This design comes from an exercise in tuning for small area and a short achievable clock period on the open sky130 flow, not from production work. Function was checked by simulation only, so behaviour that the tests miss may differ from the original.

[run.sh]
#!/bin/bash
# synth_recipe.tcl (not shown) runs the flow's synth.tcl, then flattens the netlist and writes it again
# the make line also repeats each setting of config.mk as NAME=value (left out here)
make -C /OpenROAD-flow-scripts/flow DESIGN_CONFIG=/design/flow/config.mk WORK_HOME=/design/flow/orfs CLKGATE_MAP_FILE= SYNTH_SCRIPT=/design/flow/synth_recipe.tcl finish
[design.v]
`timescale 1ns / 1ps
module speedometer(
    input clk,
    input pulse,
    input reset,
    output reg [7:0] out
    );
	 reg [27:0] counter;
	 reg [27:0] pulsecounter;
	 reg [29:0] speed;
always @(posedge clk) begin
       if (reset==0) begin
           if (pulse==1) begin
			       counter=counter+1;
					 pulsecounter=counter;
			  end
			  if (pulse==0) begin
			      counter=0;
				   if (pulsecounter==0) begin
					    out=0;
					end
					if(pulsecounter!=0) begin
					    speed=10000000/pulsecounter;
						 out=speed[7:0];
					end
					end
	end	
				if(reset==1) begin
				counter=0;
				pulsecounter=0;
				out=0;
				end
	end
endmodule
[constraint.sdc]
create_clock -name core_clock -period 90.0 [get_ports {clk}]
set_input_delay 18.0000 -clock core_clock [delete_from_list [all_inputs] [get_ports {clk}]]
set_output_delay 18.0000 -clock core_clock [all_outputs]
set_load 0.01 [all_outputs]
[config.mk]
export PLATFORM = sky130hd
export DESIGN_NAME = speedometer
export DESIGN_NICKNAME = speedometer
export VERILOG_FILES = /design/flow/design.v
export SDC_FILE = /design/flow/constraint.sdc
export NUM_CORES = 4
export LEC_CHECK = 0
export ABC_CLOCK_PERIOD_IN_PS = 75000
export CAP_MARGIN = 20
export CORE_MARGIN = 2
export CORE_UTILIZATION = 40
export SLEW_MARGIN = 20
==> summary.md, run 1 <==
| Metric | Value |
|---|---|
| Clock Pin Slew Worst Setup and Hold Paths | 0.07 ns |
| Final net count | 5568 |
| Remaining global-route overflow | 0 |
| CTS buffer count | 9 |
| Vias per inst | 6.46 |
| Post-Route Utilization | 46.6% |
| H-Tree Level Count | 3 |
| Post-synth top area share | 18.3% |
| Initial Util | 40.5% |
| CTS Buffer Depth | 2 |
| Core outline area | 0.0821 mm² |
| DR WL/cell | 24.4 µm |
| Top cells by count, synth | 569 x nor2_1, 486 x ha_1, 465 x nand2_1 |
| Clk sinks | 64 |
| Clock Skew | 0.0133 ns |
| All-Layer GR Usage | 33.1% |
| Flop-to-flop setup slack | 19.06 ns |
| CP Capture Type | flip-flop |
| Max Fclk | 11.5 MHz |
| Synthesized instance count | 4890 |
| Worst R2R Start | counter[0]$_SDFF_PP0_ |
| Crit path DAT | 87.22 ns |
| Die width | 292 µm |
| Slowest CP cell | o311ai_0 |
| Row cnt | 105 |
| Rel. slew slack | 18.3% |
| FILL cells | 8507 |
| Number of remaining DRC errors | 0 |
| Most instantiated library cell after synthesis | nor2_1 |
| Layout cells sized above 1 | 14.8% |
| Final period util | 96.7% |
| Crit-path most repeated cell | ha_1 |
| Worst Setup Start Kind | primary input |
| Via count | 39700 |
| Asr flop ratio synth | 0% |
| Critical-path maximum fanout | 27 |
| Hold depth | 2 |
| Worst Max-Slew Pin Slew | 1.21 ns |
| Synth unique cells | 105 |
| DP Area | 0.0365 mm² |
| Post-synth EDFFs | 0 |
| Syn. warnings | 1 |
| Initial antenna violation count | 2 |
| Hold slack | 0.455 ns |
| 1st-pass router iterations | 9 |
| Largest net degree at the start of global routing | 50 |
| First-pass GRT wire length | 221000 µm |
| Avg Cell Area, Syn | 6.80 µm² |
| Synth Register Bits | 64 |
| Top cells by area, synth | ha_1 18%, a21oi_1 6.7%, xnor2_1 6.5% |
| Pins over their slew limit | 0 |
| Final Hold Viols | 0 |
| Synth Flop Type | dfxtp_1 |
| Worst R2R End | out[0]$_SDFFE_PP0N_ |
| Hold endpoint | out[4]$_SDFFE_PP0N_ |
| Final Setup Violations | 0 |
| Clock root buffer | clkbuf_16 |
| Max incr delay on CP | 0.65 ns |
| Seq/Total Area, Yosys | 3.86% |
| Max-Cap Viols | 0 |
| Pre-CTS setup slack | -2.69 ns |
| Largest area contributor in the netlist | ha_1 |
| Period minus WS final | 87.02 ns |
| Total Negative Setup Slacks | 0 ns |
| Detailed Route WL | 150000 µm |
| Vias in the first global route | 36000 |
| Critical path data required time | 90.21 ns |
| Die Y | 292 µm |
| CTS tree | yes |
| Cts hold-fix bufs | 0 |
| Synth Cell Area | 0.0332 mm² |
| CP Class | primary input to flip-flop |
| Detailed Place HPWL | 115000 µm |
| Reg2reg path depth | 319 |
| Worst min path class | flip-flop to flip-flop |
| Die area | 0.0854 mm² |
| IO Pins | 11 |
| Final WS setup | 2.98 ns |
| Number of buffers inserted by port buffering | 10 |
| Area grow syn2layout | 15.1% |
| Final Wtd Congestion | 1.02 |
| Min-delay src | out[4]$_SDFFE_PP0N_ |
| Multi-input gate area | 0.0320 mm² |
| Worst skew pair latency | 0.34 ns |
| DRT iter0 DRCs | 4014 |
| Outcome | no timing/DRC/antenna violations |
| Register area | 0.00128 mm² |
| Post-Syn Nets | 5379 |
| Post-DRT Antenna Nets | 0 |
| Finished Cell Area | 0.0383 mm² |
-- registers in the layout (all words and copies together), names as in the netlist --
name and count:
out 8, pulsecounter 28, counter 28
-- worst max-delay path, delay by kind of cell --
kind            cells  cell delay [ns]
mux                 9             3.21
fa+ha+maj          30             9.41
simple gates       88            15.51
buf+inv            29             4.90
compound gates    163            36.05
-- timing repair --
item	in CTS	in global routing
pin swaps	2	55
resized for setup	36	238
endpoints found under the setup margin	2	3
buffers inserted	2	38
gates cloned	0	3
-- worst max-delay path by stage --
| stage | from | endpoint | slack [ns] | depth (start not counted) |
|---|---|---|---|---|
| finish | pulse | out[0]$_SDFFE_PP0N_ | 2.98 | 319 |
| global route | pulse | out[0]$_SDFFE_PP0N_ | -0.47 | 325 |
| CTS | pulse | out[0]$_SDFFE_PP0N_ | 0.03 | 324 |
| detailed placement | pulse | out[0]$_SDFFE_PP0N_ | -2.69 | 322 |
| global placement | pulse | out[0]$_SDFFE_PP0N_ | -1.83 | 320 |
| floorplan | pulse | out[0]$_SDFFE_PP0N_ | 0.04 | 344 |
-- per-layer routing --
layer / global-route usage (%) / up-vias / wire, µm
li1: - / 18800 / -
met1: 45.4 / 18700 / 65900
met2: 52.3 / 1888 / 64500
met3: 4.34 / 349 / 12500
met4: 12.7 / 2 / 7090
met5: 0 / - / 13
-- stage by stage --
stage                     std cells
after detailed placement       6095
after floorplan                4890
after CTS                      6113
final                          6155
after global placement         6095
after global routing           6154
-- logic make-up after synthesis --
kind of cell,Yosys count,synth area share (%)
compound gates,1698,33.9
xor+xnor,368,9.70
fa+ha+maj,486,18.3
buf+inv,309,3.65
flops,64,3.86
mux,124,4.12
other cells,1,0.0113
simple gates,1840,26.5
-- layout by cell type, fill, tap and decap left out, types with 108 or more instances in the layout --
| master | Yosys | routed |
|---|---|---|
| xor2_1 | 122 | 122 |
| a21oi_1 | 447 | 420 |
| xnor2_1 | 246 | 245 |
| buf_4 | 4 | 309 |
| nand3_1 | 130 | 126 |
| nand2_1 | 465 | 459 |
| nor2_1 | 569 | 548 |
| ha_1 | 486 | 476 |
| nor3_1 | 150 | 138 |
| o21ai_0 | 321 | 285 |
| o21a_1 | 108 | 108 |
| a21o_1 | 191 | 189 |
| inv_1 | 144 | 141 |
-- area by class of cell --
class	instances	share of cell area [%]
Sequential cell	64	3.35
Antenna cell	1	0.00654
Multi-Input combinational cell	4517	83.6
Tap cell	1070	3.50
Timing Repair Buffer	339	7.19
Clock buffer	9	0.589
Inverter	148	1.46
Clock inverter	7	0.268
==> run 2, diff against run 1 <==
==> design.v (replaced) <==
module speedometer(
    input clk,
    input pulse,
    input reset,
    output reg [7:0] out
    );
    reg        hi;       
    reg [27:0] C;        
    reg [7:0]  q;
    reg [23:0] r;
    reg [11:0] a;
    reg [11:0] b;
    reg [5:0]  c;
    reg [7:0]  g;
    wire [27:0] Cn = C + 28'd1;
    wire [11:0] Cp2 = Cn[11:0] + 12'd1;
    wire [7:0]  Cp3 = Cn[7:0] + 8'd2;
    wire        ld = ~|C[27:6];
    wire        dl = r < {12'd0, b};
    wire [7:0]  qs = q - a[7:0] - {7'd0, dl};
    wire [23:0] t  = r - {12'd0, b};
    wire [23:0] rs = t + (dl ? Cn[23:0] : 24'd0);
    wire [13:0] x  = {2'b00, b} - {5'd0, g, 1'b0} - {13'd0, dl};
    wire [13:0] x1 = x + {2'b00, Cp2};
    wire [13:0] x2 = x1 + {2'b00, Cp2};
    wire [1:0]  e  = !x[13] ? 2'd0 : !x1[13] ? 2'd1 : 2'd2;
    wire [11:0] bs = !x[13] ? x[11:0] : !x1[13] ? x1[11:0] : x2[11:0];
    wire [11:0] as = a - {5'd0, c, 1'b0} - {10'd0, e};
    wire [9:0]  y  = {2'b00, g} - {2'd0, c, 1'b0} - {4'd0, c} - {8'd0, e};
    wire [9:0]  y1 = y + {2'b00, Cp3};
    wire [9:0]  y2 = y1 + {2'b00, Cp3};
    wire [1:0]  k  = !y[9] ? 2'd0 : !y1[9] ? 2'd1 : 2'd2;
    wire [7:0]  gs = !y[9] ? y[7:0] : !y1[9] ? y1[7:0] : y2[7:0];
    wire [5:0]  cs = c - {4'd0, k};
    reg [7:0] lut;
    always @* begin
        case (Cn[6:0])
            7'd1: lut = 8'd128;
            7'd2: lut = 8'd64;
            7'd3: lut = 8'd213;
            7'd4: lut = 8'd160;
            7'd5: lut = 8'd128;
            7'd6: lut = 8'd106;
            7'd7: lut = 8'd91;
            7'd8: lut = 8'd208;
            7'd9: lut = 8'd71;
            7'd10: lut = 8'd64;
            7'd11: lut = 8'd34;
            7'd12: lut = 8'd53;
            7'd13: lut = 8'd206;
            7'd14: lut = 8'd45;
            7'd15: lut = 8'd42;
            7'd16: lut = 8'd104;
            7'd17: lut = 8'd203;
            7'd18: lut = 8'd35;
            7'd19: lut = 8'd235;
            7'd20: lut = 8'd32;
            7'd21: lut = 8'd30;
            7'd22: lut = 8'd145;
            7'd23: lut = 8'd94;
            7'd24: lut = 8'd154;
            7'd25: lut = 8'd128;
            7'd26: lut = 8'd103;
            7'd27: lut = 8'd194;
            7'd28: lut = 8'd22;
            7'd29: lut = 8'd251;
            7'd30: lut = 8'd21;
            7'd31: lut = 8'd20;
            7'd32: lut = 8'd180;
            7'd33: lut = 8'd182;
            7'd34: lut = 8'd229;
            7'd35: lut = 8'd18;
            7'd36: lut = 8'd17;
            7'd37: lut = 8'd190;
            7'd38: lut = 8'd245;
            7'd39: lut = 8'd154;
            7'd40: lut = 8'd144;
            7'd41: lut = 8'd190;
            7'd42: lut = 8'd15;
            7'd43: lut = 8'd110;
            7'd44: lut = 8'd200;
            7'd45: lut = 8'd14;
            7'd46: lut = 8'd47;
            7'd47: lut = 8'd29;
            7'd48: lut = 8'd205;
            7'd49: lut = 8'd49;
            7'd50: lut = 8'd64;
            7'd51: lut = 8'd238;
            7'd52: lut = 8'd51;
            7'd53: lut = 8'd7;
            7'd54: lut = 8'd97;
            7'd55: lut = 8'd58;
            7'd56: lut = 8'd139;
            7'd57: lut = 8'd78;
            7'd58: lut = 8'd125;
            7'd59: lut = 8'd19;
            7'd60: lut = 8'd10;
            7'd61: lut = 8'd94;
            7'd62: lut = 8'd10;
            7'd63: lut = 8'd10;
            7'd64: lut = 8'd90;
            default: lut = 8'd0;
        endcase
    end
    always @(posedge clk) begin
        hi <= pulse & ~reset;
        C  <= (pulse & ~reset) ? Cn : 28'd0;
        if (reset)
            out <= 8'd0;
        else if (hi & ~pulse)
            out <= q;
        if (ld) begin
            q <= lut;
            r <= 24'd0;
            a <= 12'd2403;
            b <= 12'd55;
            c <= 6'd36;
            g <= 8'd27;
        end else begin
            q <= qs;
            r <= rs;
            a <= as;
            b <= bs;
            c <= cs;
            g <= gs;
        end
    end
endmodule
==> summary.md, run 2 <==
| Metric | Value |
|---|---|
| Max FFs per register | 28 |
| Met1 Resource Use GR | 27.2% |
| Asr flop ratio synth | 0% |
| Antenna cells | 0 |
| CTS tree | yes |
| Post-CTS sizing | 0 |
| Synth Flop Type | dfxtp_1 |
| 1st-pass router iterations | 5 |
| DP Area | 0.0113 mm² |
| Adder-Cell Fraction of Synth Area | 22.2% |
| Simple-gate share of the synthesized area | 18.7% |
| IO Pins | 11 |
| Synth unique cells | 80 |
| Initial antenna violation count | 0 |
| Largest area contributor in the netlist | dfxtp_1 |
| Worst min path class | flip-flop to flip-flop |
| Rel. slew slack | 41.5% |
| M2 GR Usage | 30.2% |
| Period minus WS final | 19.60 ns |
| Vias per inst | 5.35 |
| Avg Cell Area, Syn | 7.87 µm² |
| Largest net degree at the start of global routing | 35 |
| Clock Skew | 0.0211 ns |
| Min-delay src | out[3]$_SDFFE_PP0P_ |
| Remaining global-route overflow | 0 |
| Top cells by count, synth | 183 x inv_1, 155 x ha_1, 112 x nor2_1 |
| RSZ-0062 raised after global routing | no |
| M3 GR Usage | 1.94% |
| Vias in the first global route | 8682 |
| Final period util | 21.8% |
| Die area | 0.0285 mm² |
| Seq/Total Area, Yosys | 19.0% |
| First-pass GRT wire length | 44000 µm |
| Core outline area | 0.0268 mm² |
| Crit path DAT | 19.86 ns |
| Post-DRT Antenna Nets | 0 |
| Worst setup path start | reset |
| Final Hold Viols | 0 |
| Final Setup Violations | 0 |
| Post-Syn Nets | 1564 |
| Most instantiated library cell after synthesis | inv_1 |
| All-Layer GR Usage | 19.0% |
| Max Fclk | 51.0 MHz |
| Outcome | no timing/DRC/antenna violations |
| Final WS setup | 70.40 ns |
| Critical path data required time | 90.26 ns |
| Max-Cap Viols | 0 |
| Largest family of logic cells by synthesized area | adder cells |
| Number of buffers inserted by port buffering | 10 |
| Biggest register | C |
| Number of remaining DRC errors | 0 |
| Syn. warnings | 1 |
| Post-synthesis mux area share | 2.73% |
| CP Capture Type | flip-flop |
| Clk sinks | 103 |
| Via count | 9151 |
| Layout cells sized above 1 | 3.79% |
| Initial Util | 40.6% |
| Post-CTS setup buffers | 0 |
| Post-synth top area share | 19.0% |
| Pre-CTS setup slack | 69.98 ns |
| Synth Register Bits | 103 |
| Total Negative Setup Slacks | 0 ns |
| Worst R2R Start | b[11]$_SDFF_PP0_ |
| Worst Setup Start Kind | primary input |
| Synthesized instance count | 1382 |
| Critical-path maximum fanout | 18 |
| Post-synth EDFFs | 0 |
| Synth Cell Area | 0.0109 mm² |
| Busiest grt layer | met2 |
| Cts hold-fix bufs | 0 |
| Clock Pin Slew Worst Setup and Hold Paths | 0.08 ns |
| Area grow syn2layout | 6.57% |
| Final Wtd Congestion | 0.861 |
| Die Y | 169 µm |
| Worst Max-Slew Pin Slew | 0.876 ns |
| Row cnt | 60 |
| CTS buffer count | 9 |
| Pins over their slew limit | 0 |
| Clock root buffer | clkbuf_16 |
| Final net count | 1548 |
| CP Class | primary input to flip-flop |
| Most frequent cells in the layout | 183 x inv_1, 155 x ha_1, 112 x nor2_1 |
| Synth Area in Compound Gates | 17.4% |
| DRT iter0 DRCs | 615 |
| Commonest non-fill, non-tap cell in the layout | inv_1 |
| Finished Cell Area | 0.0116 mm² |
| Die width | 169 µm |
| Detailed Route WL | 26200 µm |
| Xor/xnor share of the synthesized area | 11.5% |
| Detailed Place HPWL | 20100 µm |
| CTS Buffer Depth | 2 |
| H-Tree Level Count | 3 |
| Top cells by area, synth | dfxtp_1 19%, ha_1 18%, xnor2_1 7.0% |
| Worst skew pair latency | 0.38 ns |
| DR WL/cell | 15.3 µm |
[run 2: cell types whose count changed after synthesis, sizes merged, moves of 106 or more]
cell   previous run  this run
a21o            191        25
a21oi           448        80
ha              486       155
nand2           467        98
nand3           133        27
nor2            569       114
nor3            153        32
o21ai           330        58
xnor2           246        90
[run 2: final timing paths]
check | endpoint | slack, ns | depth (start not counted)
worst max register to register | c[5]$_SDFF_PP1_ | 80.39 | 38
worst min-delay path | out[3]$_SDFFE_PP0P_ | 0.50 | 2
worst min register to register | out[3]$_SDFFE_PP0P_ | 0.50 | 2
worst max-delay path | C[21]$_SDFF_PN0_ | 70.40 | 4
[run 2: kinds of logic after synthesis]
family	Yosys count
compound gates	293
flops	103
mux	27
buf+inv	234
simple gates	407
xor+xnor	139
fa+ha+maj	179
[run 2: worst max-delay path, stage by stage]
cell	delay, ns
clkdlybuf4s50_1	0.64
nand2b_1	0.62
inv_1	0.33
and2_1	0.25
[run 2: metrics by stage]
step                utilization (%)  hold slack (ns)  instances
global route                   43.2            0.535       1712
floorplan                         -            0.464       1382
finish                         43.2            0.497       1712
global placement               42.1            0.481       1696
CTS                            43.2            0.501       1712
detailed placement             42.1            0.480       1696
[run 2: cell type report]
cell class | count | area (µm²)
fill | 2666 | 15200
multi-input combinational | 1045 | 7920
sequential | 103 | 2060
inverter | 185 | 694
tap | 341 | 427
clock buffer | 9 | 225
timing repair buffer | 22 | 190
clock inverter | 7 | 73.8
[run 2: metal layers]
metal,vias to the layer above,share of wire (%)
li1,4699,-
met1,4271,52
met2,153,44
met3,28,2.6
met4,0,1.9
met5,-,0

## what the ideal ports hide
How much do the figures lean on ideal ports? The routed layouts below were timed once more, with nothing changed but the port constraints.
Step 1, drivers: a clkbuf_16 drives clk and a buf_2 each remaining input, both assumed.
Step 2 times the ports against the registers' clock, not the clock port: input delays grow and output delays shrink by t, the midpoint of the rising clock arrivals with the driver on.
Three values: ideal, step 1, step 2; two values: the first two.
run	t, ns	setup WS [ns]	worst setup path after step 2	worst slew at a driven data input, ns	cell pins on the clock port's net
run 1	0.387	2.984 / 3.010 / 2.623	input to register	0.03	1
run 2	0.412	70.398 / 70.416 / 70.004	input to register	0.03	1
After both steps every run listed still meets setup and hold. The setup slack of run 2, which loses most, moves by +0.018 ns with the drivers and by -0.394 ns with both steps.
